Source: an optimization exercise on an open RTL-to-GDS flow (aim: small area, a short achievable clock period and few clock cycles per item). Production flows keep margins and buffers that such runs may drop.
In this exercise RTL edits were held to simulation tests only and were not proved equivalent to the original.

===== flow/config.mk =====
export PLATFORM = sky130hd
export DESIGN_NAME = FFT_Top
export DESIGN_NICKNAME = FFT_Top
export VERILOG_FILES = /design/flow/design.v
export SDC_FILE = /design/flow/constraint.sdc
export NUM_CORES = 4
export LEC_CHECK = 0
export CAP_MARGIN = 20
export CORE_MARGIN = 2
export CORE_UTILIZATION = 40
export CTS_CLUSTER_DIAMETER = 140
export CTS_CLUSTER_SIZE = 20
export PLACE_DENSITY = 0.6
export SLEW_MARGIN = 20

===== flow/constraint.sdc =====
create_clock -name core_clock -period 10.0 [get_ports {iCLK}]
set_input_delay 2.0000 -clock core_clock [delete_from_list [all_inputs] [get_ports {iCLK}]]
set_output_delay 2.0000 -clock core_clock [all_outputs]
set_load 0.01 [all_outputs]

===== flow/design.v =====
`timescale 1 ns / 100 ps
module D_REG(iRSTn,
             iCLK,
             iEN,
             iCLR,
             iDATA,
             oDATA);
    parameter WL = 8;
    input	iRSTn;
    input	iCLK;
    input	iEN;
    input	iCLR;
    input	[WL-1:0] iDATA;
    output	[WL-1:0] oDATA;
    reg 	[WL-1:0] oDATA;
    always @(posedge iCLK or negedge iRSTn)
    begin
        if (~iRSTn)
        begin
            oDATA <= 0;
        end
        else if (iCLR)
        begin
            oDATA <= 0;
        end
            else if (iEN)
            begin
            oDATA	 <= iDATA;
            end
        else
        begin
            oDATA	 <= oDATA;
        end
    end
endmodule
`timescale 1 ns / 100 ps
module COUNTER_VER3	(iCLK,
                     iRSTn,
                     iEN,
                     iCLR,
                     oCNT);
parameter WL  = 8;
parameter IV  = 0;  
parameter LSB = 2;
parameter ECV = 13;  
input	       		iCLK;
input	       		iRSTn;
input	     		iCLR;
input	       		iEN;
output	[WL-1:0]	oCNT;
reg		[WL-1:0]	oCNT;
always @(negedge iRSTn or posedge iCLK)
begin
    if (~iRSTn)
    begin
        oCNT <= IV ;
    end
    else if (iCLR)
    begin
        oCNT <= IV ;
    end
        else if (iEN)
        begin
        if (oCNT[WL-1:LSB] == ECV)
        begin
            oCNT <= IV;
        end
        else
        begin
            oCNT <= oCNT+1;
        end
        end
    else
    begin
        oCNT <= oCNT;
    end
end
endmodule
`timescale 1 ns / 100 ps
module BF(iDATA1,
          iDATA2,
          oDATA_add,
          oDATA_sub);
    parameter IL = 16;
    parameter OL = IL+1;
    input	[IL-1:0] 	iDATA1;
    input	[IL-1:0] 	iDATA2;
    output	[OL-1:0] 	oDATA_add;
    output	[OL-1:0] 	oDATA_sub;
    assign oDATA_add = {iDATA1[IL-1],iDATA1} + {iDATA2[IL-1],iDATA2};
    assign oDATA_sub = {iDATA1[IL-1],iDATA1} - {iDATA2[IL-1],iDATA2};
endmodule
`timescale 1 ns / 100 ps
module CLIP(iDATA,
            oDATA);
    parameter IL = 10;  
    parameter OL = 8;  
    input  [IL-1:0] iDATA;  
    output [OL-1:0] oDATA;  
    wire   [OL-1:0] oDATA;
    assign oDATA = (iDATA[IL-1]) ?
    ((((&iDATA[IL-2:OL-1]) == 0)|((|iDATA[OL-2:0]) == 0)) ?
    ({iDATA[IL-1],{(OL-2){1'b0}},{1'b1}}) :
    ({iDATA[IL-1],iDATA[OL-2:0]})) :  
    ((|(iDATA[IL-2:OL-1])) ?
    ({iDATA[IL-1],{(OL-1){1'b1}}}) : ({iDATA[IL-1],iDATA[OL-2:0]}));
endmodule
`timescale 1 ns / 100 ps
module ROUND_2B(iDATA,
                oDATA);
    parameter IL = 10;
    parameter OL = 7;
    parameter RL = IL - OL;
    input [IL-1:0] iDATA;
    output [OL-1:0] oDATA;
    wire [1:0] sel = iDATA[RL-1:RL-2];
    assign oDATA = (iDATA[IL-1] == 0) ?
    (&iDATA[IL-2:RL-1]) ?
    (iDATA[IL-1:RL]) :
    (iDATA[IL-1:RL]+iDATA[RL-1]) :
    (sel == 2'b00 || sel == 2'b01) ?
    (iDATA[IL-1:RL]) :
    (sel == 2'b10) ?
    (iDATA[IL-1:RL]+|(iDATA[RL-2:0])) : (iDATA[IL-1:RL]+1'b1);
endmodule
`timescale 1 ns / 100 ps
module CPX_MULT(iCLK,
                iRSTn,
                iEN,
                iCLR,
                iDATA_re_1,
                iDATA_im_1,
                iDATA_re_2,
                iDATA_im_2,
                oDATA_re,
                oDATA_im);
    parameter IL1 = 9;
    parameter IL2 = 10;
    parameter OL  = IL1+IL2;
    input 				iCLK;
    input				iRSTn;
    input				iEN;
    input				iCLR;
    input	[IL1-1:0]	iDATA_re_1;
    input	[IL1-1:0]	iDATA_im_1;
    input	[IL2-1:0]	iDATA_re_2;
    input	[IL2-1:0]	iDATA_im_2;
    output	[OL-1:0]	oDATA_re, oDATA_im;
    wire	[OL-2:0]	comp_re_1, comp_im_1;
    wire	[OL-2:0]	comp_re_2, comp_im_2;
    wire	[OL-1:0]	oDATA_re_tmp;
    wire	[OL-1:0]	oDATA_im_tmp;
    wire	[OL-2:0]	D_ff_re1, D_ff_im1,D_ff_re2, D_ff_im2;
    wire	[OL-2:0] 	iDATA1_re_ext  = {{(IL2-1){iDATA_re_1[IL1-1]}}, iDATA_re_1};
    wire 	[OL-2:0] 	iDATA2_re_ext = {{(IL1-1){iDATA_re_2[IL2-1]}}, iDATA_re_2};
    wire	[OL-2:0] 	iDATA1_im_ext  = {{(IL2-1){iDATA_im_1[IL1-1]}}, iDATA_im_1};
    wire	[OL-2:0] 	iDATA2_im_ext  = {{(IL1-1){iDATA_im_2[IL2-1]}}, iDATA_im_2};
    assign	comp_re_1 = iDATA1_re_ext*iDATA2_re_ext;
    assign	comp_re_2 = iDATA1_im_ext*iDATA2_im_ext;
    assign	comp_im_1 = iDATA1_re_ext*iDATA2_im_ext;
    assign	comp_im_2 = iDATA2_re_ext*iDATA1_im_ext;
    assign	oDATA_re_tmp = {{comp_re_1[OL-2],comp_re_1}}-{{comp_re_2[OL-2],comp_re_2}};
    assign	oDATA_im_tmp = {{comp_im_1[OL-2],comp_im_1}}+{{comp_im_2[OL-2],comp_im_2}};
    D_REG#(
    .WL(OL)
    )D_FF_oDATA_RE(
    .iCLK(iCLK),
    .iRSTn(iRSTn),
    .iEN(iEN),
    .iCLR(iCLR),
    .iDATA(oDATA_re_tmp),
    .oDATA(oDATA_re)
    );
    D_REG#(
    .WL(OL)
    )D_FF_oDATA_IM(
    .iCLK(iCLK),
    .iRSTn(iRSTn),
    .iEN(iEN),
    .iCLR(iCLR),
    .iDATA(oDATA_im_tmp),
    .oDATA(oDATA_im)
    );
endmodule
`timescale 1 ns / 100 ps
module TW_ROM(twiddle_addr,
              oDATA_RE,
              oDATA_IM);
    parameter WL = 10;
    parameter WN = 3;
    parameter paraP0000 = 10'b0000000000;  
    parameter paraP3827 = 10'b0011000100;  
    parameter paraN3827 = 10'b1100111100;  
    parameter paraP7071 = 10'b0101101010;  
    parameter paraN7071 = 10'b1010010110;  
    parameter paraP9239 = 10'b0111011001;  
    parameter paraN9239 = 10'b1000100110;  
    parameter paraP1000 = 10'b0111111111;  
    parameter paraN1000 = 10'b1000000001;  
    input		[WN-1:0]		twiddle_addr;
    output		[WL-1:0] 		oDATA_RE;
    output  	[WL-1:0] 		oDATA_IM;
    reg			[WL-1:0]		oDATA_RE;
    reg			[WL-1:0]		oDATA_IM;
    always @(*)
    begin
        case(twiddle_addr)	 
            'd00:
            begin
                oDATA_RE = paraP1000;
                oDATA_IM = paraP0000;
            end
            'd01:
            begin
                oDATA_RE = paraP9239;
                oDATA_IM = paraN3827;
            end
            'd02:
            begin
                oDATA_RE = paraP7071;
                oDATA_IM = paraN7071;
            end
            'd03:
            begin
                oDATA_RE = paraP3827;
                oDATA_IM = paraN9239;
            end
            'd04:
            begin
                oDATA_RE = paraP0000;
                oDATA_IM = paraN1000;
            end
            'd05:
            begin
                oDATA_RE = paraN3827;
                oDATA_IM = paraN9239;
            end
            'd06:
            begin
                oDATA_RE = paraN7071;
                oDATA_IM = paraN7071;
            end
            'd07:
            begin
                oDATA_RE = paraN9239;
                oDATA_IM = paraN3827;
            end
            default:
            begin
                oDATA_RE = 10'b0100000000;
                oDATA_IM = 10'b0000000000;
            end
        endcase
    end
endmodule
`timescale 1 ns / 100 ps
module SINGLE_BF(iRSTn,
                 iCLK,
                 iCLR,
                 iEN,
                 STATE,
                 iDATA,
                 oEN,
                 oDATA);
    parameter	STATE0	 = 3'b000;
    parameter	STATE1	 = 3'b001;
    parameter	STATE2	 = 3'b010;
    parameter	STATE3	 = 3'b011;
    parameter	STATE4	 = 3'b100;
    parameter	CNT	 = 	16;
    parameter	IL 	 = 	16;
    parameter	OL 	 = 	16;
    parameter	TW	  = 	10;
    input 					iRSTn;
    input 					iCLK;
    input 					iCLR;
    input					iEN;
    input	[2:0]			STATE;
    input	[2*IL-1:0]		iDATA;
    output 					oEN;
    output	[2*OL-1:0]		oDATA;
    wire	[IL-1:0]		iDATA_RE = iDATA[2*IL-1:IL];
    wire	[IL-1:0]		iDATA_IM = iDATA[IL-1:0];
    wire	[IL-1:0]		iDATA_RE_D;
    wire	[IL-1:0]		iDATA_IM_D;
    wire	[IL	 :0]		oDATA_RE_HIGH;
    wire	[IL	 :0]		oDATA_RE_LOW;
    wire	[IL	 :0]		oDATA_IM_HIGH;
    wire	[IL	 :0]		oDATA_IM_LOW;
    wire	[OL-1:0]		oDATA_RE_HIGH_C;
    wire	[OL-1:0]		oDATA_IM_HIGH_C;
    wire	[2*OL-1:0]		oDATA_HIGH;
    wire					Cnt_EN;
    wire	[3:0]			oCNT;
    wire	[2:0]			TW_ADDR;
    wire	[TW-1:0]		Tw_RE;
    wire	[TW-1:0]		Tw_IM;
    wire	[IL+TW:0]		oDATA_RE_LOW_TW;
    wire	[IL+TW:0]		oDATA_IM_LOW_TW;
    wire	[OL+1:0]		oDATA_RE_LOW_R;
    wire	[OL+1:0]		oDATA_IM_LOW_R;
    wire	[OL-1:0]		oDATA_RE_LOW_C;
    wire	[OL-1:0]		oDATA_IM_LOW_C;
    wire	[2*OL-1:0]		oDATA_LOW;
    wire	[2*OL-1:0]		oDATA_TMP;
    wire                    iEN_1D;
    wire                    iEN_2D;
    D_REG#(
    .WL(IL)
    )D_REG_BF1_RE(
    .iRSTn(iRSTn),
    .iCLK(iCLK),
    .iEN(iEN||oEN),
    .iCLR(iCLR),
    .iDATA(iDATA_RE),
    .oDATA(iDATA_RE_D)
    );
    D_REG#(
    .WL(IL)
    )D_REG_BF2_IM(
    .iRSTn(iRSTn),
    .iCLK(iCLK),
    .iEN(iEN||oEN),
    .iCLR(iCLR),
    .iDATA(iDATA_IM),
    .oDATA(iDATA_IM_D)
    );
    BF#(
    .IL(IL),
    .OL(IL+1)
    )BF_RE(
    .iDATA1(iDATA_RE_D),		 
    .iDATA2(iDATA_RE),
    .oDATA_add(oDATA_RE_HIGH),		 
    .oDATA_sub(oDATA_RE_LOW)
    );
    BF#(
    .IL(IL),
    .OL(IL+1)
    )BF_IM(
    .iDATA1	(iDATA_IM_D),
    .iDATA2	(iDATA_IM),
    .oDATA_add(oDATA_IM_HIGH),
    .oDATA_sub(oDATA_IM_LOW)
    );
    CLIP#(
    .IL(IL+1),
    .OL(OL)
    )CLIP_HIGH_RE(
    .iDATA(oDATA_RE_HIGH),
    .oDATA(oDATA_RE_HIGH_C)
    );
    CLIP#(
    .IL(IL+1),
    .OL(OL)
    )CLIP_HIGH_IM(
    .iDATA(oDATA_IM_HIGH),
    .oDATA(oDATA_IM_HIGH_C)
    );
    assign	oDATA_HIGH = {oDATA_RE_HIGH_C,oDATA_IM_HIGH_C};
    D_REG#(
    .WL(1'b1)
    )U_D_REG_EN_DELAY(
    .iRSTn(iRSTn),
    .iCLK(iCLK),
    .iEN(1'b1),
    .iCLR(iCLR),
    .iDATA(iEN),
    .oDATA(Cnt_EN)
    );
    COUNTER_VER3#(
    .WL(4),
    .IV(0),
    .LSB(0),
    .ECV(CNT-1)
    )U_COUNTER_V3_WC(
    .iCLK(iCLK),
    .iRSTn(iRSTn),
    .iEN(Cnt_EN),
    .iCLR(iCLR),
    .oCNT(oCNT)
    );
    assign TW_ADDR = (STATE == STATE1) ? {oCNT[3:1]} :
    (STATE == STATE2) ? {oCNT[2:1],1'b0} :
    (STATE == STATE3) ? {oCNT[3],2'b00} :
    (STATE == STATE4) ? {3'b000} : 0;
    TW_ROM U_TW_ROM(		 
    .twiddle_addr(TW_ADDR),
    .oDATA_RE(Tw_RE),
    .oDATA_IM(Tw_IM)
    );
    CPX_MULT#(
    .IL1(IL+1),
    .IL2(10)
    )CPX_MULT_LOW(
    .iCLK(iCLK),
    .iRSTn(iRSTn),
    .iEN(iEN||oEN),
    .iCLR(iCLR),
    .iDATA_re_1(oDATA_RE_LOW),
    .iDATA_im_1(oDATA_IM_LOW),
    .iDATA_re_2(Tw_RE),
    .iDATA_im_2(Tw_IM),
    .oDATA_re(oDATA_RE_LOW_TW),
    .oDATA_im(oDATA_IM_LOW_TW)
    );
    ROUND_2B#(
    .IL(IL+11),
    .OL(IL+2)
    )ROUND_2B_LOW_RE(
    .iDATA(oDATA_RE_LOW_TW),
    .oDATA(oDATA_RE_LOW_R)
    );
    ROUND_2B#(
    .IL(IL+11),
    .OL(IL+2)
    )ROUND_2B_LOW_IM(
    .iDATA(oDATA_IM_LOW_TW),
    .oDATA(oDATA_IM_LOW_R)
    );
    CLIP#(
    .IL(IL+2),
    .OL(OL)
    )CLIP_LOW_RE(
    .iDATA(oDATA_RE_LOW_R),
    .oDATA(oDATA_RE_LOW_C)
    );
    CLIP#(
    .IL(IL+2),
    .OL(OL)
    )CLIP_LOW_IM(
    .iDATA(oDATA_IM_LOW_R),
    .oDATA(oDATA_IM_LOW_C)
    );
    assign oDATA_LOW = {oDATA_RE_LOW_C,oDATA_IM_LOW_C};
    assign	oDATA_TMP = (oCNT[0] == 1) ?
    (oDATA_HIGH) :
    (oCNT[0] == 0) ?
    (oDATA_LOW) : (16'b0);
    D_REG#(
    .WL(1)
    )D_REG_iEN_1D(
    .iRSTn(iRSTn),
    .iCLK(iCLK),
    .iEN(1'b1),
    .iCLR(iCLR),
    .iDATA(iEN),
    .oDATA(iEN_1D)
    );
    D_REG#(
    .WL(1)
    )D_REG_iEN_2D(
    .iRSTn(iRSTn),
    .iCLK(iCLK),
    .iEN(1'b1),
    .iCLR(iCLR),
    .iDATA(iEN_1D),
    .oDATA(iEN_2D)
    );
    D_REG#(
    .WL(1)
    )D_REG_iEN_3D(
    .iRSTn(iRSTn),
    .iCLK(iCLK),
    .iEN(1'b1),
    .iCLR(iCLR),
    .iDATA(iEN_2D),
    .oDATA(oEN)
    );
    D_REG#(
    .WL(2*IL)
    )D_REG_BF_OUT(
    .iRSTn(iRSTn),
    .iCLK(iCLK),
    .iEN(iEN||oEN),
    .iCLR(iCLR),
    .iDATA(oDATA_TMP),
    .oDATA(oDATA)
    );
endmodule
`timescale 1 ns / 100 ps
module MEM_R_CTRL(iRSTn,
                  iCLK,
                  iStart_INT,
                  iCLR,
                  oEN_RC,
                  oEN,
                  RADDR,
                  STATE);
    parameter	STATE0	 = 3'b000;
    parameter	STATE1	 = 3'b001;
    parameter	STATE2	 = 3'b010;
    parameter	STATE3	 = 3'b011;
    parameter	STATE4	 = 3'b100;
    parameter	STATE5	 = 3'b101;
    parameter	CNT		   = 20;
    input 				iRSTn;
    input 				iCLK;
    input 				iStart_INT;
    input 				iCLR;
    output 				oEN_RC;
    output 				oEN;
    output	[6:0]		RADDR;
    output	[2:0]		STATE;
    reg		[2:0]		current_state;
    wire	[2:0]		next_state;
    wire				Cnt_EN;
    wire	[4:0]		oCNT;
    wire				oEN_FINAL;
    always @(posedge iCLK or negedge iRSTn)
    begin
        if (~iRSTn)
        begin
            current_state <= STATE0;
        end
        else if (iCLR)
        begin
            current_state <= STATE0;
        end
        else
        begin
            current_state <= next_state;
        end
    end
    assign next_state = (current_state == STATE0) ? ((iStart_INT == 1) ? STATE1 : STATE0) :
    (current_state == STATE1) ? ((oCNT == CNT-1) ?	STATE2 : STATE1) :
    (current_state == STATE2) ? ((oCNT == CNT-1) ? STATE3 : STATE2) :
    (current_state == STATE3) ? ((oCNT == CNT-1) ? STATE4 : STATE3) :
    (current_state == STATE4) ? ((oCNT == CNT-1) ? STATE5 : STATE4) :
    (current_state == STATE5) ? ((oCNT == CNT-1) ? STATE0 : STATE5) : STATE0;
    assign Cnt_EN = (current_state == STATE0) ? 1'b0 : 1'b1 ;
    COUNTER_VER3#(
    .WL(5),
    .IV(0),
    .LSB(0),
    .ECV(CNT-1)
    )U_COUNTER_V3_WC(
    .iCLK(iCLK),
    .iRSTn(iRSTn),
    .iEN(Cnt_EN),
    .iCLR(iCLR),
    .oCNT(oCNT)
    );
    assign	oEN_RC = (current_state == STATE1) ? ((oCNT < 5'd16) ? {1'b1} : 0) :
    (current_state == STATE2) ? ((oCNT < 5'd16) ? {1'b1} : 0) :
    (current_state == STATE3) ? ((oCNT < 5'd16) ? {1'b1} : 0) :
    (current_state == STATE4) ? ((oCNT < 5'd16) ? {1'b1} : 0) :
    (current_state == STATE5) ? ((oCNT < 5'd16) ? {1'b1} : 0) : 0;
    assign	RADDR = (current_state == STATE1) ? {3'b000,{oCNT[0]},{oCNT[3]},{oCNT[2]},{oCNT[1]}} :
    (current_state == STATE2) ? {3'b001,{oCNT[3]},{oCNT[0]},{oCNT[2]},{oCNT[1]}} :
    (current_state == STATE3) ? {3'b010,{oCNT[2]},{oCNT[1]},{oCNT[0]},{oCNT[3]}} :
    (current_state == STATE4) ? {3'b011,{oCNT[3:0]}} :
    (current_state == STATE5) ? {3'b100,{oCNT[3:0]}} :	0;
    assign	oEN_FINAL = 	(current_state == STATE5)	? ((oCNT < 5'd16) ? 1'b1 : 0) : 0;
    assign	STATE = current_state;
    D_REG#(
    .WL(1)
    )D_REG_oEN(
    .iRSTn(iRSTn),
    .iCLK(iCLK),
    .iCLR(iCLR),
    .iEN(1'b1),
    .iDATA(oEN_FINAL),
    .oDATA(oEN)
    );
endmodule
`timescale 1 ns / 100 ps
module MEM_W_CTRL(iRSTn,
                  iCLK,
                  iStart_W,
                  iCLR,
                  oEN_WC,
                  WADDR);
    parameter	STATE0		 = 3'b000;
    parameter	STATE1		 = 3'b001;
    parameter	STATE2		 = 3'b010;
    parameter	STATE3		 = 3'b011;
    parameter	STATE4		 = 3'b100;
    parameter	CNT			   = 20;
    input 				iRSTn;
    input 				iCLK;
    input 				iStart_W;
    input 				iCLR;
    output 				oEN_WC;
    output	[6:0]		WADDR;
    reg		[2:0]		current_state;
    wire				Cnt_EN;
    wire	[2:0]		next_state;
    wire	[4:0]		oCNT;
    always @(posedge iCLK or negedge iRSTn)
    begin
        if (~iRSTn)
        begin
            current_state <= STATE0;
        end
        else if (iCLR)
        begin
            current_state <= STATE0;
        end
        else
        begin
            current_state <= next_state;
        end
    end
    assign next_state = (current_state == STATE0) ? ((iStart_W == 1) ? STATE1 : STATE0) :
    (current_state == STATE1) ? ((oCNT == CNT-1) ? STATE2 : STATE1) :
    (current_state == STATE2) ? ((oCNT == CNT-1) ? STATE3 : STATE2) :
    (current_state == STATE3) ? ((oCNT == CNT-1) ? STATE4 : STATE3) :
    (current_state == STATE4) ? ((oCNT == CNT-1) ? STATE0 : STATE4) : STATE0;
    assign Cnt_EN = (current_state == STATE0) ? 1'b0 : 1'b1;
    COUNTER_VER3#(
    .WL(5),
    .IV(0),
    .LSB(0),
    .ECV(CNT-1)
    )U_COUNTER_V3_WC(
    .iCLK(iCLK),
    .iRSTn(iRSTn),
    .iEN(Cnt_EN),
    .iCLR(iCLR),
    .oCNT(oCNT)
    );
    assign	oEN_WC = (current_state == STATE1) ? ((oCNT < 5'd16) ? {1'b1} : 0) :
    (current_state == STATE2) ? ((oCNT < 5'd16) ? {1'b1} : 0) :
    (current_state == STATE3) ? ((oCNT < 5'd16) ? {1'b1} : 0) :
    (current_state == STATE4) ? ((oCNT < 5'd16) ? {1'b1} : 0) : 0;
    assign	WADDR = (current_state == STATE1) ? {3'b001,{oCNT[0]},{oCNT[3]},{oCNT[2]},{oCNT[1]}} :
    (current_state == STATE2) ? {3'b010,{oCNT[3]},{oCNT[0]},{oCNT[2]},{oCNT[1]}} :
    (current_state == STATE3) ? {3'b011,{oCNT[2]},{oCNT[1]},{oCNT[0]},{oCNT[3]}} :
    (current_state == STATE4) ? {3'b100,{oCNT[3:0]}} : 0;
endmodule
`timescale 1 ns / 100 ps
module MEMORY(clka,
              ena,
              wea,
              addra,
              dina,
              clkb,
              enb,
              addrb,
              doutb);
    input           clka;
    input           ena;
    input           wea;
    input   [6:0]   addra;
    input   [31:0]  dina;
    input           clkb;
    input           enb;
    input   [6:0]   addrb;
    output  [31:0]  doutb;
    reg     [31:0]  doutb;
    reg     [31:0]  mem [0:79];
    always @(posedge clka)
    begin
        if (ena && wea)
            mem[addra] <= dina;
    end
    always @(posedge clkb)
    begin
        if (enb)
            doutb <= mem[addrb];
    end
endmodule
`timescale 1 ns / 100 ps
module FFT_Top(iRSTn,
               iCLK,
               iStart_INT,
               iCLR,
               iWR_EN,
               iWR_ADDR,
               iWR_DATA,
               oREADY,
               oEN,
               oDATA_re,
               oDATA_im);
    input               iRSTn;
    input               iCLK;
    input               iStart_INT;
    input               iCLR;
    input               iWR_EN;
    input   [3:0]       iWR_ADDR;
    input   [31:0]      iWR_DATA;
    output              oREADY;
    output              oEN;
    output  [15:0]      oDATA_re;
    output  [15:0]      oDATA_im;
    reg                 fresh;       
    reg     [3:0]       nf;          
    reg     [3:0]       fi;          
    reg     [15:0]      asg;         
    reg     [63:0]      wmap;        
    reg     [63:0]      rmap;        
    wire    [3:0]       ws;
    reg                 ir_we, ir_st;
    reg     [3:0]       ir_a;
    reg     [31:0]      ir_d;
    always @(posedge iCLK or negedge iRSTn)
    begin
        if (~iRSTn) begin
            ir_we <= 1'b0;
            ir_st <= 1'b0;
        end
        else begin
            ir_we <= iWR_EN;
            ir_st <= iStart_INT & ~iCLR;
        end
    end
    reg                 ir_rew;
    reg     [3:0]       ir_wm;
    wire                byp   = ir_we && (ir_a == iWR_ADDR);
    always @(posedge iCLK)
    begin
        ir_a   <= iWR_ADDR;
        ir_d   <= iWR_DATA;
        ir_rew <= ~iCLR & ~ir_st & (asg[iWR_ADDR] | byp);
        ir_wm  <= byp ? ws : wmap[iWR_ADDR*4 +: 4];
    end
    wire    [3:0]       wm_a  = ir_wm;
    wire                rew   = ir_rew;
    wire    [3:0]       rm_f  = fresh ? fi : rmap[fi*4 +: 4];
    assign              ws    = rew ? wm_a : nf;    
    wire    [3:0]       wm0_n = (ir_we && ir_a == 4'd0) ? ws : wmap[3:0];
    reg     [63:0]      wmap_n;
    integer             q;
    always @(*)
    begin
        wmap_n = wmap;
        if (ir_we) wmap_n[ir_a*4 +: 4] = ws;
    end
    always @(posedge iCLK or negedge iRSTn)
    begin
        if (~iRSTn) begin
            fresh <= 1'b1;
            nf    <= 4'd0;
            fi    <= 4'd1;
            asg   <= 16'd0;
        end
        else if (iCLR) begin
            fresh <= 1'b1;
            nf    <= 4'd0;
            fi    <= 4'd1;
            asg   <= 16'd0;
        end
        else if (ir_st) begin
            fresh <= 1'b0;
            nf    <= wm0_n;
            fi    <= 4'd1;
            asg   <= 16'd0;
        end
        else if (ir_we) begin
            asg[ir_a] <= 1'b1;
            if (~rew) begin
                nf <= rm_f;
                fi <= fi + 4'd1;
            end
        end
    end
    always @(posedge iCLK)
    begin
        wmap <= wmap_n;
        if (ir_st) rmap <= wmap_n;
    end
    reg     [511:0]     mem;
    genvar              g;
    generate
        for (g = 0; g < 16; g = g + 1) begin : G_MEM
            always @(posedge iCLK)
                if (ir_we && ws == g) mem[g*32 +: 32] <= ir_d;
        end
    endgenerate
    reg                 rd_act;
    reg     [3:0]       rd_t;
    always @(posedge iCLK or negedge iRSTn)
    begin
        if (~iRSTn) begin
            rd_act <= 1'b0;
            rd_t   <= 4'd0;
        end
        else if (iCLR) begin
            rd_act <= 1'b0;
            rd_t   <= 4'd0;
        end
        else if (ir_st) begin
            rd_act <= 1'b1;
            rd_t   <= 4'd0;
        end
        else if (rd_act) begin
            rd_t   <= rd_t + 4'd1;
            if (rd_t == 4'd15) rd_act <= 1'b0;
        end
    end
    reg                 rdy;
    always @(posedge iCLK or negedge iRSTn)
    begin
        if (~iRSTn) rdy <= 1'b1;
        else        rdy <= ~(ir_st & rd_act & (rd_t != 4'd15));
    end
    assign oREADY = rdy;
    wire    [3:0]       rd_t1 = rd_t + 4'd1;
    wire    [3:0]       rs_n  = ir_st ? wm0_n : rmap[rd_t1*4 +: 4];
    reg     [15:0]      rsh;         
    always @(posedge iCLK)
        rsh <= 16'd1 << rs_n;
    reg     [31:0]      rdat;
    integer             m;
    always @(*)
    begin
        rdat = 32'd0;
        for (m = 0; m < 16; m = m + 1)
            rdat = rdat | (mem[m*32 +: 32] & {32{rsh[m]}});
    end
    reg     [31:0]      fd;
    reg                 fv;
    reg     [3:0]       fidx;
    always @(posedge iCLK)
    begin
        fd   <= rdat;
        fidx <= rd_t;
    end
    always @(posedge iCLK or negedge iRSTn)
    begin
        if (~iRSTn)     fv <= 1'b0;
        else if (iCLR)  fv <= 1'b0;
        else            fv <= rd_act;
    end
    wire    [31:0]      y1, y2, y3, y4;
    wire                v1, v2, v3, v4;
    wire    [3:0]       i1, i2, i3, i4;
    SDF_S1 U_S1(.clk(iCLK), .rstn(iRSTn), .clr(iCLR), .x(fd), .xv(fv), .xi(fidx), .y(y1), .yv(v1), .yi(i1));
    SDF_S2 U_S2(.clk(iCLK), .rstn(iRSTn), .clr(iCLR), .x(y1), .xv(v1), .xi(i1), .y(y2), .yv(v2), .yi(i2));
    SDF_S3 U_S3(.clk(iCLK), .rstn(iRSTn), .clr(iCLR), .x(y2), .xv(v2), .xi(i2), .y(y3), .yv(v3), .yi(i3));
    SDF_S4 U_S4(.clk(iCLK), .rstn(iRSTn), .clr(iCLR), .x(y3), .xv(v3), .xi(i3), .y(y4), .yv(v4), .yi(i4));
    assign oEN      = v4;
    assign oDATA_re = y4[31:16];
    assign oDATA_im = y4[15:0];
endmodule
module TAGD(clk, rstn, clr, iv, ii, ov, oi);
    parameter N = 1;
    input               clk, rstn, clr;
    input               iv;
    input   [3:0]       ii;
    output  [N-1:0]     ov;          
    output  [4*N-1:0]   oi;
    reg     [N-1:0]     v;
    reg     [4*N-1:0]   t;
    always @(posedge clk or negedge rstn)
    begin
        if (~rstn)      v <= {N{1'b0}};
        else if (clr)   v <= {N{1'b0}};
        else if (N > 1) v <= {v[N-2:0], iv};
        else            v <= iv;
    end
    always @(posedge clk)
    begin
        if (N > 1) t <= {t[4*N-5:0], ii};
        else       t <= ii;
    end
    assign ov = v;
    assign oi = t;
endmodule
module SAT17(s, y);
    input   [16:0]  s;
    output  [15:0]  y;
    assign y = (s[16] != s[15]) ? (s[16] ? 16'h8001 : 16'h7fff) :
               (s[15:0] == 16'h8000) ? 16'h8001 : s[15:0];
endmodule
module SAT18(s, y);
    input   [17:0]  s;
    output  [15:0]  y;
    wire            ov = s[17] ? ~(&s[16:15]) : (|s[16:15]);
    assign y = ov ? (s[17] ? 16'h8001 : 16'h7fff) :
               (s[15:0] == 16'h8000) ? 16'h8001 : s[15:0];
endmodule
module ADDKS(a, b, ci, s, co);
    parameter N = 17;
    input   [N-1:0] a, b;
    input           ci;
    output  [N-1:0] s;
    output          co;
    reg     [N:0]   G, P, Gn, Pn;
    integer         l, i;
    always @(*)
    begin
        G = {a & b, ci};
        P = {a ^ b, 1'b0};
        for (l = 1; l < N + 1; l = l * 2) begin
            Gn = G;
            Pn = P;
            for (i = l; i < N + 1; i = i + 1) begin
                Gn[i] = G[i] | (P[i] & G[i - l]);
                Pn[i] = P[i] & P[i - l];
            end
            G = Gn;
            P = Pn;
        end
    end
    assign s  = (a ^ b) ^ G[N-1:0];
    assign co = G[N];
endmodule
module ADDBK(a, b, ci, s, co);
    parameter N = 17;
    input   [N-1:0] a, b;
    input           ci;
    output  [N-1:0] s;
    output          co;
    function integer toppow;
        input integer n;
        integer t;
        begin
            t = 1;
            while (t * 2 < n) t = t * 2;
            toppow = t;
        end
    endfunction
    localparam TOP = toppow(N + 1);
    reg     [N:0]   G, P;
    integer         l, i;
    always @(*)
    begin
        G = {a & b, ci};
        P = {a ^ b, 1'b0};
        for (l = 1; l <= TOP; l = l * 2)
            for (i = 2 * l - 1; i < N + 1; i = i + 2 * l) begin
                G[i] = G[i] | (P[i] & G[i - l]);
                P[i] = P[i] & P[i - l];
            end
        for (l = TOP / 2; l >= 1; l = l / 2)
            for (i = 3 * l - 1; i < N + 1; i = i + 2 * l) begin
                G[i] = G[i] | (P[i] & G[i - l]);
                P[i] = P[i] & P[i - l];
            end
    end
    assign s  = (a ^ b) ^ G[N-1:0];
    assign co = G[N];
endmodule
module R511(d, r);
    input   [16:0]  d;
    output  [17:0]  r;
    wire            c = d[8] & (d[16] | (|d[7:0]));
    wire            co;
    ADDKS #(.N(18)) U_A(.a({d[16], d}), .b({{10{~d[16]}}, ~d[16:9]}), .ci(~c), .s(r), .co(co));
endmodule
module BFTOP(a, b, y);
    input   [31:0]  a, b;
    output  [31:0]  y;
    wire    [16:0]  sr, si;
    wire            cr, ci;
    ADDKS #(.N(17)) U_AR(.a({a[31], a[31:16]}), .b({b[31], b[31:16]}), .ci(1'b0), .s(sr), .co(cr));
    ADDKS #(.N(17)) U_AI(.a({a[15], a[15:0]}),  .b({b[15], b[15:0]}),  .ci(1'b0), .s(si), .co(ci));
    SAT17 U_R(.s(sr), .y(y[31:16]));
    SAT17 U_I(.s(si), .y(y[15:0]));
endmodule
module BFSUB(a, b, rot, dr, di);
    input   [31:0]  a, b;
    input           rot;
    output  [16:0]  dr, di;
    wire    [15:0]  ar = a[31:16], ai = a[15:0], br = b[31:16], bi = b[15:0];
    wire    [15:0]  p1 = rot ? ai : ar;
    wire    [15:0]  q1 = rot ? bi : br;
    wire    [15:0]  p2 = rot ? br : ai;
    wire    [15:0]  q2 = rot ? ar : bi;
    wire            cr, ci;
    ADDKS #(.N(17)) U_AR(.a({p1[15], p1}), .b(~{q1[15], q1}), .ci(1'b1), .s(dr), .co(cr));
    ADDKS #(.N(17)) U_AI(.a({p2[15], p2}), .b(~{q2[15], q2}), .ci(1'b1), .s(di), .co(ci));
endmodule
module CSA27(a, b, c, s, y);
    input   [26:0]  a, b, c;
    output  [26:0]  s, y;
    wire    [26:0]  m = (a & b) | (a & c) | (b & c);
    assign s = a ^ b ^ c;
    assign y = {m[25:0], 1'b0};
endmodule
module SDF_S1(clk, rstn, clr, x, xv, xi, y, yv, yi);
    input               clk, rstn, clr;
    input   [31:0]      x;
    input               xv;
    input   [3:0]       xi;
    output  [31:0]      y;
    output              yv;
    output  [3:0]       yi;
    localparam D = 8;
    wire    [8:0]       tv;
    wire    [35:0]      ti;
    TAGD #(.N(9)) U_TAG(.clk(clk), .rstn(rstn), .clr(clr), .iv(xv), .ii(xi), .ov(tv), .oi(ti));
    wire                osel = ti[4*7+3];
    assign yv = tv[8];
    assign yi = ti[35:32];
    reg     [255:0]     sr;          
    wire    [31:0]      a = sr[255:224];
    wire                bf = xv & xi[3];
    wire    [31:0]      top;
    BFTOP U_TOP(.a(a), .b(x), .y(top));
    wire    [16:0]      dr, di;
    BFSUB U_SUB(.a(a), .b(x), .rot(xi[2]), .dr(dr), .di(di));
    reg     [16:0]      d1r, d1i;
    reg     [1:0]       k1;
    reg                 s1;
    reg     [3:0]       bp;
    always @(posedge clk)
    begin
        d1r <= dr;
        d1i <= di;
        k1  <= xi[1:0];
        s1  <= xi[0] & (xi[2] | xi[1]);      
        bp  <= {bp[2:0], bf};
    end
    wire    [17:0]      e1r = {d1r[16], d1r};
    wire    [17:0]      e1i = {d1i[16], d1i};
    wire    [17:0]      sx, sy;
    wire                cx, cy;
    ADDKS #(.N(18)) U_PX(.a(e1r), .b(e1i),  .ci(1'b0), .s(sx), .co(cx));
    ADDKS #(.N(18)) U_PY(.a(e1i), .b(~e1r), .ci(1'b1), .s(sy), .co(cy));
    wire    [17:0]      xx = (k1 == 2'd2) ? sx : e1r;
    wire    [17:0]      yy = (k1 == 2'd2) ? sy : e1i;
    reg     [18:0]      w2r, w2i;
    reg     [17:0]      v2r, v2i;
    reg                 eA2, eB2, gBr, gDr, gFr, gGr, gAi, gBi, gCi, gDi, gEi, gFi, gGi, s2;
    wire                k1_0 = (k1 == 2'd0), k1_1 = (k1 == 2'd1), k1_2 = (k1 == 2'd2), k1_3 = (k1 == 2'd3);
    always @(posedge clk)
    begin
        w2r <= k1_3 ? {yy[17], yy} : k1_2 ? {xx, 1'b0} : {xx[17], xx};
        v2r <= k1[1] ? xx : yy;
        w2i <= k1_3 ? {xx[17], xx} : k1_2 ? {yy, 1'b0} : {yy[17], yy};
        v2i <= k1[1] ? yy : xx;
        eA2 <= ~k1_2;
        eB2 <= ~k1_0;
        s2  <= s1;
        gBr <= k1[0];
        gDr <= ~k1[0];
        gFr <= k1[0];
        gGr <= ~k1[0];
        gAi <= k1_3;
        gBi <= k1[0] ^ k1_3;
        gCi <= ~k1_3;
        gDi <= ~k1[0] ^ k1_3;
        gEi <= k1_1;
        gFi <= k1[0] ^ k1_1;
        gGi <= ~k1[0] ^ k1_1;
    end
    reg     [1:0]       k2;
    always @(posedge clk)
        k2 <= k1;
    wire    [26:0]      ar_, br_, ai_, bi_;
    S1ROWS #(.PI(0)) U_RR(.w(w2r), .v(v2r), .k(k2), .s(s2), .eA(eA2), .eB(eB2),
                .gA(1'b0), .gB(gBr), .gC(1'b1), .gD(gDr), .gE(1'b0), .gF(gFr), .gG(gGr),
                .ps(ar_), .pc(br_));
    S1ROWS #(.PI(1)) U_RI(.w(w2i), .v(v2i), .k(k2), .s(s2), .eA(eA2), .eB(eB2),
                .gA(gAi), .gB(gBi), .gC(gCi), .gD(gDi), .gE(gEi), .gF(gFi), .gG(gGi),
                .ps(ai_), .pc(bi_));
    reg     [26:0]      c3rs, c3rc, c3is, c3ic;
    always @(posedge clk)
    begin
        c3rs <= ar_;
        c3rc <= br_;
        c3is <= ai_;
        c3ic <= bi_;
    end
    wire    [26:0]      qr, qi;
    wire                cqr, cqi;
    ADDKS #(.N(27)) U_QR(.a(c3rs), .b(c3rc), .ci(1'b0), .s(qr), .co(cqr));
    ADDKS #(.N(27)) U_QI(.a(c3is), .b(c3ic), .ci(1'b0), .s(qi), .co(cqi));
    reg     [17:0]      q4r, q4i;
    reg                 f4r, f4i;
    always @(posedge clk)
    begin
        q4r <= qr[26:9];
        q4i <= qi[26:9];
        f4r <= (&qr[8:0]) & ~qr[26];
        f4i <= (&qi[8:0]) & ~qi[26];
    end
    wire    [17:0]      rr, ri;
    wire                crr, cri;
    ADDKS #(.N(18)) U_FR(.a(q4r), .b(18'd0), .ci(f4r), .s(rr), .co(crr));
    ADDKS #(.N(18)) U_FI(.a(q4i), .b(18'd0), .ci(f4i), .s(ri), .co(cri));
    wire    [31:0]      bot;
    SAT18 U_CR(.s(rr), .y(bot[31:16]));
    SAT18 U_CI(.s(ri), .y(bot[15:0]));
    always @(posedge clk)
    begin
        sr[31:0]    <= x;
        sr[127:32]  <= sr[95:0];
        sr[159:128] <= bp[3] ? bot : sr[127:96];
        sr[255:160] <= sr[223:128];
    end
    reg     [31:0]      yr;
    always @(posedge clk)
        yr <= osel ? a : top;
    assign y = yr;
endmodule
module S1ROWS(w, v, k, s, eA, eB, gA, gB, gC, gD, gE, gF, gG, ps, pc);
    parameter PI = 0;
    input   [18:0]  w;
    input   [17:0]  v;
    input   [1:0]   k;
    input           s;               
    input           eA, eB;          
    input           gA, gB, gC, gD, gE, gF, gG;      
    output  [26:0]  ps, pc;
    wire    [18:0]  tA = w ^ {19{gA}}, tB = w ^ {19{gB}}, tC = w ^ {19{gC}}, tD = w ^ {19{gD}};
    wire    [17:0]  tE = v ^ {18{gE}}, tF = v ^ {18{gF}}, tG = v ^ {18{gG}};
    wire    [18:0]  uA = eA ? {~tA[18], tA[17:0]} : 19'd0;
    wire    [18:0]  uB = eB ? {~tB[18], tB[17:0]} : 19'd0;
    wire    [18:0]  uC = eB ? {~tC[18], tC[17:0]} : 19'd0;
    wire    [18:0]  uD = {~tD[18], tD[17:0]};
    wire    [17:0]  uE = eB ? {~tE[17], tE[16:0]} : 18'd0;
    wire    [17:0]  uF = eB ? {~tF[17], tF[16:0]} : 18'd0;
    wire    [17:0]  uG = eB ? {~tG[17], tG[16:0]} : 18'd0;
    wire    [26:0]  rA = {uA[17:0], 9'd0};
    wire    [26:0]  rB = {3'd0, uB, 5'd0};
    wire    [26:0]  rC = {5'd0, uC, 3'd0};
    wire    [26:0]  rD = s ? {7'd0, uD, 1'b0} : {8'd0, uD};
    wire    [26:0]  rE = {1'd0, uE, 8'd0};
    wire    [26:0]  rF = {3'd0, uF, 6'd0};
    wire    [26:0]  rG = {7'd0, uG, 2'd0};
    reg     [26:0]  rK;
    reg             fA, fB, fC, fD, fE, fF, fG, xA, xB, xE;
    always @(*)
    begin
        xA = (k != 2'd2);
        xB = (k != 2'd0);
        fA = PI ? (k == 2'd3) : 1'b0;
        fB = k[0] ^ (PI ? (k == 2'd3) : 1'b0);
        fC = PI ? (k != 2'd3) : 1'b1;
        fD = ~k[0] ^ (PI ? (k == 2'd3) : 1'b0);
        fE = PI ? (k == 2'd1) : 1'b0;
        fF = k[0] ^ (PI ? (k == 2'd1) : 1'b0);
        fG = ~k[0] ^ (PI ? (k == 2'd1) : 1'b0);
        rK = 27'd255;
        if (xA) rK = rK + (fA ? 27'd512 : 27'd0);                          
        if (xB) rK = rK + (fB ? 27'd32  : 27'd0) - 27'd8388608;            
        if (xB) rK = rK + (fC ? 27'd8   : 27'd0) - 27'd2097152;            
        if (s)  rK = rK + (fD ? 27'd2   : 27'd0) - 27'd524288;             
        else    rK = rK + (fD ? 27'd1   : 27'd0) - 27'd262144;             
        if (xB) rK = rK + (fE ? 27'd256 : 27'd0) - 27'd33554432;           
        if (xB) rK = rK + (fF ? 27'd64  : 27'd0) - 27'd8388608;            
        if (xB) rK = rK + (fG ? 27'd4   : 27'd0) - 27'd524288;             
    end
    wire    [26:0]  s1, c1, s2, c2, s3, c3, s4, c4, s5, c5, s6, c6;
    CSA27 U1(.a(rA), .b(rB), .c(rC), .s(s1), .y(c1));
    CSA27 U2(.a(rD), .b(rE), .c(rF), .s(s2), .y(c2));
    CSA27 U3(.a(s1), .b(c1), .c(s2), .s(s3), .y(c3));
    CSA27 U4(.a(c2), .b(rG), .c(rK), .s(s4), .y(c4));
    CSA27 U5(.a(s3), .b(c3), .c(s4), .s(s5), .y(c5));
    CSA27 U6(.a(s5), .b(c5), .c(c4), .s(s6), .y(c6));
    assign ps = s6;
    assign pc = c6;
endmodule
module SDF_S2(clk, rstn, clr, x, xv, xi, y, yv, yi);
    input               clk, rstn, clr;
    input   [31:0]      x;
    input               xv;
    input   [3:0]       xi;
    output  [31:0]      y;
    output              yv;
    output  [3:0]       yi;
    wire    [4:0]       tv;
    wire    [19:0]      ti;
    TAGD #(.N(5)) U_TAG(.clk(clk), .rstn(rstn), .clr(clr), .iv(xv), .ii(xi), .ov(tv), .oi(ti));
    wire                osel = ti[4*3+2];
    assign yv = tv[4];
    assign yi = ti[19:16];
    reg     [127:0]     sr;
    wire    [31:0]      a = sr[127:96];
    wire                bf = xv & xi[2];
    wire    [31:0]      top;
    BFTOP U_TOP(.a(a), .b(x), .y(top));
    wire    [16:0]      dr, di;
    BFSUB U_SUB(.a(a), .b(x), .rot(xi[1]), .dr(dr), .di(di));
    reg     [16:0]      d1r, d1i;
    reg                 w1;
    reg     [2:0]       bp;
    always @(posedge clk)
    begin
        d1r <= dr;
        d1i <= di;
        w1  <= xi[0];
        bp  <= {bp[1:0], bf};
    end
    wire    [17:0]      e1r = {d1r[16], d1r};
    wire    [17:0]      e1i = {d1i[16], d1i};
    wire    [17:0]      sx, sy;
    wire                cx, cy;
    ADDKS #(.N(18)) U_PX(.a(e1r), .b(e1i),  .ci(1'b0), .s(sx), .co(cx));
    ADDKS #(.N(18)) U_PY(.a(e1i), .b(~e1r), .ci(1'b1), .s(sy), .co(cy));
    reg     [17:0]      x2, y2;
    reg                 w2;
    always @(posedge clk)
    begin
        x2 <= w1 ? sx : e1r;
        y2 <= w1 ? sy : e1i;
        w2 <= w1;
    end
    wire    [26:0]      pr_s, pr_c, pi_s, pi_c;
    S2ROWS U_RR(.z(x2), .w(w2), .ps(pr_s), .pc(pr_c));
    S2ROWS U_RI(.z(y2), .w(w2), .ps(pi_s), .pc(pi_c));
    wire    [8:0]       lr, li;
    wire                lcr, lci;
    ADDKS #(.N(9)) U_LR(.a(pr_s[8:0]), .b(pr_c[8:0]), .ci(1'b0), .s(lr), .co(lcr));
    ADDKS #(.N(9)) U_LI(.a(pi_s[8:0]), .b(pi_c[8:0]), .ci(1'b0), .s(li), .co(lci));
    reg     [17:0]      c3rs, c3rc, c3is, c3ic;
    reg                 c3rk, c3ik;
    always @(posedge clk)
    begin
        c3rs <= pr_s[26:9];
        c3rc <= pr_c[26:9];
        c3is <= pi_s[26:9];
        c3ic <= pi_c[26:9];
        c3rk <= lcr;
        c3ik <= lci;
    end
    wire    [17:0]      qr, qi;
    wire                cqr, cqi;
    ADDKS #(.N(18)) U_QR(.a(c3rs), .b(c3rc), .ci(c3rk), .s(qr), .co(cqr));
    ADDKS #(.N(18)) U_QI(.a(c3is), .b(c3ic), .ci(c3ik), .s(qi), .co(cqi));
    wire    [31:0]      bot;
    SAT18 U_CR(.s(qr), .y(bot[31:16]));
    SAT18 U_CI(.s(qi), .y(bot[15:0]));
    always @(posedge clk)
    begin
        sr[31:0]   <= x;
        sr[95:32]  <= sr[63:0];
        sr[127:96] <= bp[2] ? bot : sr[95:64];
    end
    reg     [31:0]      yr;
    always @(posedge clk)
        yr <= osel ? a : top;
    assign y = yr;
endmodule
module S2ROWS(z, w, ps, pc);
    input   [17:0]  z;
    input           w;
    output  [26:0]  ps, pc;
    wire    [17:0]  up = {~z[17], z[16:0]};      
    wire    [17:0]  un = {z[17], ~z[16:0]};      
    wire    [26:0]  r1 = {up, 9'd0};
    wire    [26:0]  r2 = w ? {2'd0, un, 7'd0} : {9'd0, un};
    wire    [26:0]  r3 = w ? {4'd0, un, 5'd0} : 27'd0;
    wire    [26:0]  r4 = w ? {6'd0, up, 3'd0} : 27'd0;
    wire    [26:0]  r5 = w ? {8'd0, up, 1'b0} : 27'd0;
    wire    [26:0]  kw = 27'd255 - 27'd67108864 + 27'd128 - 27'd16777216
                   + 27'd32 - 27'd4194304 - 27'd1048576 - 27'd262144;
    wire    [26:0]  kn = 27'd255 - 27'd67108864 + 27'd1 - 27'd131072;
    wire    [26:0]  rk = (w ? kw : kn) + {26'd0, ~z[17]};
    wire    [26:0]  s1, c1, s2, c2, s3, c3, s4, c4;
    CSA27 U1(.a(r1), .b(r2), .c(r3), .s(s1), .y(c1));
    CSA27 U2(.a(r4), .b(r5), .c(rk), .s(s2), .y(c2));
    CSA27 U3(.a(s1), .b(c1), .c(s2), .s(s3), .y(c3));
    CSA27 U4(.a(s3), .b(c3), .c(c2), .s(s4), .y(c4));
    assign ps = s4;
    assign pc = c4;
endmodule
module SDF_S3(clk, rstn, clr, x, xv, xi, y, yv, yi);
    input               clk, rstn, clr;
    input   [31:0]      x;
    input               xv;
    input   [3:0]       xi;
    output  [31:0]      y;
    output              yv;
    output  [3:0]       yi;
    wire    [2:0]       tv;
    wire    [11:0]      ti;
    TAGD #(.N(3)) U_TAG(.clk(clk), .rstn(rstn), .clr(clr), .iv(xv), .ii(xi), .ov(tv), .oi(ti));
    wire                osel = ti[4*1+1];
    assign yv = tv[2];
    assign yi = ti[11:8];
    reg     [63:0]      sr;
    wire    [31:0]      a = sr[63:32];
    wire    [31:0]      top;
    BFTOP U_TOP(.a(a), .b(x), .y(top));
    wire    [16:0]      dr, di;
    BFSUB U_SUB(.a(a), .b(x), .rot(xi[0]), .dr(dr), .di(di));
    reg     [16:0]      d1r, d1i;
    always @(posedge clk)
    begin
        d1r <= dr;
        d1i <= di;
    end
    wire    [17:0]      mr, mi;
    R511 U_MR(.d(d1r), .r(mr));
    R511 U_MI(.d(d1i), .r(mi));
    reg     [17:0]      m2r, m2i;
    always @(posedge clk)
    begin
        m2r <= mr;
        m2i <= mi;
    end
    wire    [31:0]      bot;
    SAT18 U_CR(.s(m2r), .y(bot[31:16]));
    SAT18 U_CI(.s(m2i), .y(bot[15:0]));
    always @(posedge clk)
        sr <= {sr[31:0], x};
    reg     [31:0]      yr;
    always @(posedge clk)
        yr <= osel ? bot : top;
    assign y = yr;
endmodule
module SDF_S4(clk, rstn, clr, x, xv, xi, y, yv, yi);
    input               clk, rstn, clr;
    input   [31:0]      x;
    input               xv;
    input   [3:0]       xi;
    output  [31:0]      y;
    output              yv;
    output  [3:0]       yi;
    wire    [1:0]       tv;
    wire    [7:0]       ti;
    TAGD #(.N(2)) U_TAG(.clk(clk), .rstn(rstn), .clr(clr), .iv(xv), .ii(xi), .ov(tv), .oi(ti));
    wire                osel = ti[4*0+0];
    assign yv = tv[1];
    assign yi = ti[7:4];
    reg     [31:0]      sr;
    wire    [31:0]      a = sr;
    wire    [31:0]      top;
    BFTOP U_TOP(.a(a), .b(x), .y(top));
    wire    [16:0]      dr, di;
    BFSUB U_SUB(.a(a), .b(x), .rot(1'b0), .dr(dr), .di(di));
    reg     [16:0]      d1r, d1i;
    always @(posedge clk)
    begin
        d1r <= dr;
        d1i <= di;
    end
    wire    [17:0]      mr, mi;
    R511 U_MR(.d(d1r), .r(mr));
    R511 U_MI(.d(d1i), .r(mi));
    wire    [31:0]      bot;
    SAT18 U_CR(.s(mr), .y(bot[31:16]));
    SAT18 U_CI(.s(mi), .y(bot[15:0]));
    always @(posedge clk)
        sr <= x;
    reg     [31:0]      yr;
    always @(posedge clk)
        yr <= osel ? bot : top;
    assign y = yr;
endmodule

===== flow/flow/run.sh =====
#!/bin/bash
set -euo pipefail
bash standard.sh SETUP_SLACK_MARGIN=6.4 TNS_END_PERCENT=100 finish > orfs_make.log 2>&1

===== flow/standard.sh =====
#!/bin/bash
# synth_recipe.tcl (not shown) runs the flow's synth.tcl, then flattens the netlist and writes it again
# the make line also repeats each setting of config.mk as NAME=value (left out here)
make -C /OpenROAD-flow-scripts/flow DESIGN_CONFIG=/design/flow/config.mk WORK_HOME=/design/flow/orfs CLKGATE_MAP_FILE= SYNTH_SCRIPT=/design/flow/synth_recipe.tcl "${@:-finish}"

==> results by group <==
Clocking
  • CTS tree: yes
  • CTS root buf: clkbuf_16
  • H-Tree Depth: 3
  • Clock slew at reported path FFs: 0.08 ns
  • CTS Buf Count: 109
  • CTS max path bufs: 3
  • Clock Latency Late Sink: 0.80 ns
  • Sink Count: 1964

STA
  • Fin. Hold Viols: 0
  • RSZ-0062 raised after global routing: true
  • Clk_skew: 0.0719 ns
  • Final worst-path cycle share: 37.0%
  • Min cycle time layout: 3.70 ns
  • TNS Setup: 0 ns
  • Slew @ Worst Pin: 1.07 ns
  • Final Max Slew Viols: 0
  • Setup violations, final: 0
  • Slew headroom: 28.0%
  • FMAX: 270 MHz

Placement
  • Port buffer count: 74
  • Final HPWL DP: 171000 um
  • Routability Congestion: 0.917
  • Dpl cells: 11700

Synth
  • Post-synth EDFFs: 576
  • FF+latch count, synth: 1964
  • Cell Area, Synth: 95000 um^2
  • Yosys top cell area share: 28.1%
  • Top cell type by total area after synthesis: dfxtp_1
  • Largest cells by area after synthesis: dfxtp_1 (28%), edfxtp_1 (18%), ha_1 (8.5%)
  • Ys flop type: dfxtp_1
  • Asr flop ratio synth: 2.70%
  • Syn Inst Count: 8663
  • Synth Warn #: 15
  • Syn Area/Cell: 11.0 um^2
  • Synth unique cells: 91
  • Seq/Total Area, Yosys: 47.7%

Layout
  • Non-filler cells, final: 11900
  • Layout cell share with drive strength beyond 1: 7.19%
  • Area delta synth->final: 9.39%
  • Nets: 9705

Drt
  • Initial DRC Count: 4576
  • Via density: 5.35
  • Antenna Violating Nets Remaining: 0
  • Post-Route WL: 244000 um
  • DRC: 0
  • DR WL/cell: 20.5 um
  • Total number of vias: 63700
  • Pre-antenna DRT Iters: 7

Critical path
  • Reg2Reg Launch Point: U_S2.yr[16]
  • Critical path class: flop to flop
  • CP startpoint kind: flop
  • Arr. time, crit path: 4.36 ns
  • Setup crit start: U_S2.yr[16]
  • CP max stage delay: 0.51 ns
  • Crit path max-delay family: simple AND/OR/NAND/NOR gates
  • Crit path depth: 15
  • CP max-delay cell: or4_1
  • Worst setup EP type: flop
  • Worst reg-to-reg path cell count: 15
  • Cell Chain, Critical Path: ha_4, inv_2, fa_2, nor2b_2, o31a_1, o31a_1, o22ai_2, xnor2_2, or4_1, or4_1, o41a_1, buf_6, nor2_4, buf_4, nor3_4
  • Critical path data required time: 10.65 ns
  • R2r setup slk: 6.30 ns
  • RR Endpoint: U_S3.yr[26]
  • Max FO, Critical Path: 5
  • Crit path capture: U_S3.yr[26]
  • Worst path bufs/invs: 3

Job
  • Max-cap violations: 0

Floorplanning
  • Die width: 491 um
  • Die height: 491 um
  • Die area: 241000 um^2
  • # IOs: 75
  • Num rows: 178
  • Core area: 236000 um^2
  • Initial core utilization: 40.3%

GRT
  • Largest net degree at the start of global routing: 93
  • Number of global-route vias before repair: 63400
  • Tot GR Track Use: 19.7%
  • First-pass GRT wire length: 373000 um
  • Initial antenna violation count: 9
  • GRT Residual Overflow: 0

Hold path
  • Hold crit path type: flop to flop

Run status
  • Run status: no timing/DRC/antenna violations
-- cells by family (layout without fill, tap and decap cells) --
| family | Yosys count | after routing | share of synthesized area (%) |
|---|---|---|---|
| xor+xnor | 636 | 636 | 5.86 |
| fa+ha+maj | 972 | 972 | 15.3 |
| compound gates | 1814 | 1815 | 12.8 |
| buf+inv | 955 | 1034 | 3.78 |
| mux | 324 | 324 | 4.32 |
| flops | 1964 | 1964 | 47.7 |
| other cells | 2 | 14 | 0.00790 |
| simple gates | 1996 | 1997 | 10.2 |
-- cells in the mapped netlist (18+ instances only) --
library cell / number
ha_1: 644
mux2i_1: 156
and3_1: 51
a21o_1: 84
o21ai_1: 19
nand4_1: 68
buf_1: 40
nor4_1: 28
and2_1: 175
nor3_1: 130
a21boi_0: 22
xor2_1: 324
dfxtp_1: 1335
o31a_1: 22
o31ai_1: 36
nand3_1: 120
o21ai_0: 332
o22ai_1: 27
a211oi_1: 57
clkbuf_1: 251
mux4_2: 58
o211ai_1: 54
a22o_1: 135
o21bai_1: 68
o22a_1: 21
a221oi_1: 152
dfrtp_1: 50
nand2_1: 485
fa_1: 321
a31oi_1: 65
nor2_1: 573
or3_1: 44
inv_1: 660
mux2_2: 109
nand2b_1: 98
nor2b_1: 129
xnor2_1: 312
a21oi_1: 463
o21a_1: 83
edfxtp_1: 576
o41ai_1: 18
-- layout by cell type, fill, tap and decap left out, drive strengths merged, types with 22 or more instances in the layout --
| cell | count |
|---|---|
| and3 | 51 |
| nand2b | 98 |
| dfrtp | 50 |
| and2 | 176 |
| inv | 662 |
| a31oi | 65 |
| dfxtp | 1335 |
| mux2 | 110 |
| xnor2 | 312 |
| nand3 | 120 |
| mux4 | 58 |
| a22o | 135 |
| nor2 | 575 |
| nor3 | 130 |
| xor2 | 324 |
| dlygate4sd2 | 33 |
| o31a | 22 |
| o22ai | 28 |
| a211oi | 58 |
| a21boi | 26 |
| a21o | 84 |
| o31ai | 36 |
| fa | 321 |
| nor4 | 30 |
| a221oi | 153 |
| nor2b | 129 |
| o21a | 83 |
| edfxtp | 576 |
| clkbuf | 157 |
| nand4 | 68 |
| clkdlybuf4s50 | 38 |
| nand2 | 485 |
| mux2i | 156 |
| or3 | 44 |
| buf | 131 |
| o21bai | 68 |
| a21oi | 464 |
| ha | 644 |
| o21ai | 351 |
| o211ai | 54 |
-- per-layer routing --
metal	vias to the layer above	GRT usage (%)	share of wire (%)
met1	31300	26.5	45
li1	30500	-	-
met4	2	5.84	2.9
met3	339	2.03	4.6
met2	1580	33.3	48
met5	-	0	0.0029
-- repair_timing --
| item | CTS | global route |
|---|---|---|
| hold buffers | 0 | 0 |
| setup endpoints to repair | 273 | 206 |
| cloned | 3 | 3 |
| resized for setup | 109 | 123 |
| hold endpoints to repair | 0 | 0 |
| pin swaps | 5 | 30 |
| setup buffers | 16 | 48 |
-- worst min path at each step --
stage	start	slack, ns	cells past startpoint	to
after floorplan	U_S1.U_TAG.t[6]	0.31	0	U_S1.U_TAG.t[10]
after global placement	U_S1.sr[73]	0.31	0	U_S1.sr[105]
after detailed placement	U_S1.U_TAG.t[29]	0.31	0	U_S1.U_TAG.t[33]
after CTS	U_S1.sr[141]	0.28	0	U_S1.sr[173]
after global routing	U_S1.sr[141]	0.30	0	U_S1.sr[173]
final	U_S1.sr[141]	0.29	0	U_S1.sr[173]
-- sequential cells by signal (all words and copies together) (netlist names), 33 cells and up --
signal / count
wmap: 64
U_S2.sr: 128
mem: 512
U_S1.U_TAG.t: 33
U_S3.sr: 64
U_S1.sr: 256
rmap: 64
-- layout make-up --
cell class                      instances  area (um^2)
Antenna cell                            2         5.00
Clock buffer                          155         2900
Clock inverter                         11          218
Fill cell                           21900       132000
Inverter                              661         2490
Multi-Input combinational cell       5756        47000
Sequential cell                      1964        45400
Tap cell                             3150         3940
Timing Repair Buffer                  206         2000
Timing Repair inverter                  1         5.00
-- through the flow --
step	setup WS (ns)	hold slack (ns)	utilization (%)	instance area, um^2
6_report	6.30	0.292	44.1	104000
5_1_grt	6.20	0.298	44.1	104000
4_1_cts	6.11	0.283	43.7	103000
3_5_place_dp	5.26	0.312	42.1	99300
3_3_place_gp	5.27	0.310	42.1	99300
2_1_floorplan	6.41	0.310	-	95100
Testbench counts, summed over its fixed seeds: cycles 3,360, items 192.

## what the ideal ports hide
Ports are ideal in the flow. The routed layout listed here was re-timed in OpenROAD.
Step 1 sets driving cells, clkbuf_16 on the clock port and buf_2 on the other inputs (assumed; they add their load-dependent delay and slew).
Step 2 times the ports against the registers' clock, not the clock port: input delays grow and output delays shrink by t, the midpoint of the rising clock arrivals with the driver on.
a / b / c = ideal ports / drivers / drivers and shift; a / b = the first two.
t, ns: 0.859
slack for setup (ns): 6.298 / 6.298 / 5.710
worst setup path at the end: input to register
clock arrival spread, ns: 0.077 / 0.077
worst data-port slew with drivers (ns): 0.16
After both steps this run still meets setup and hold. For this run, drivers alone change the setup slack by 0.000 ns; drivers and shift together by -0.588 ns.
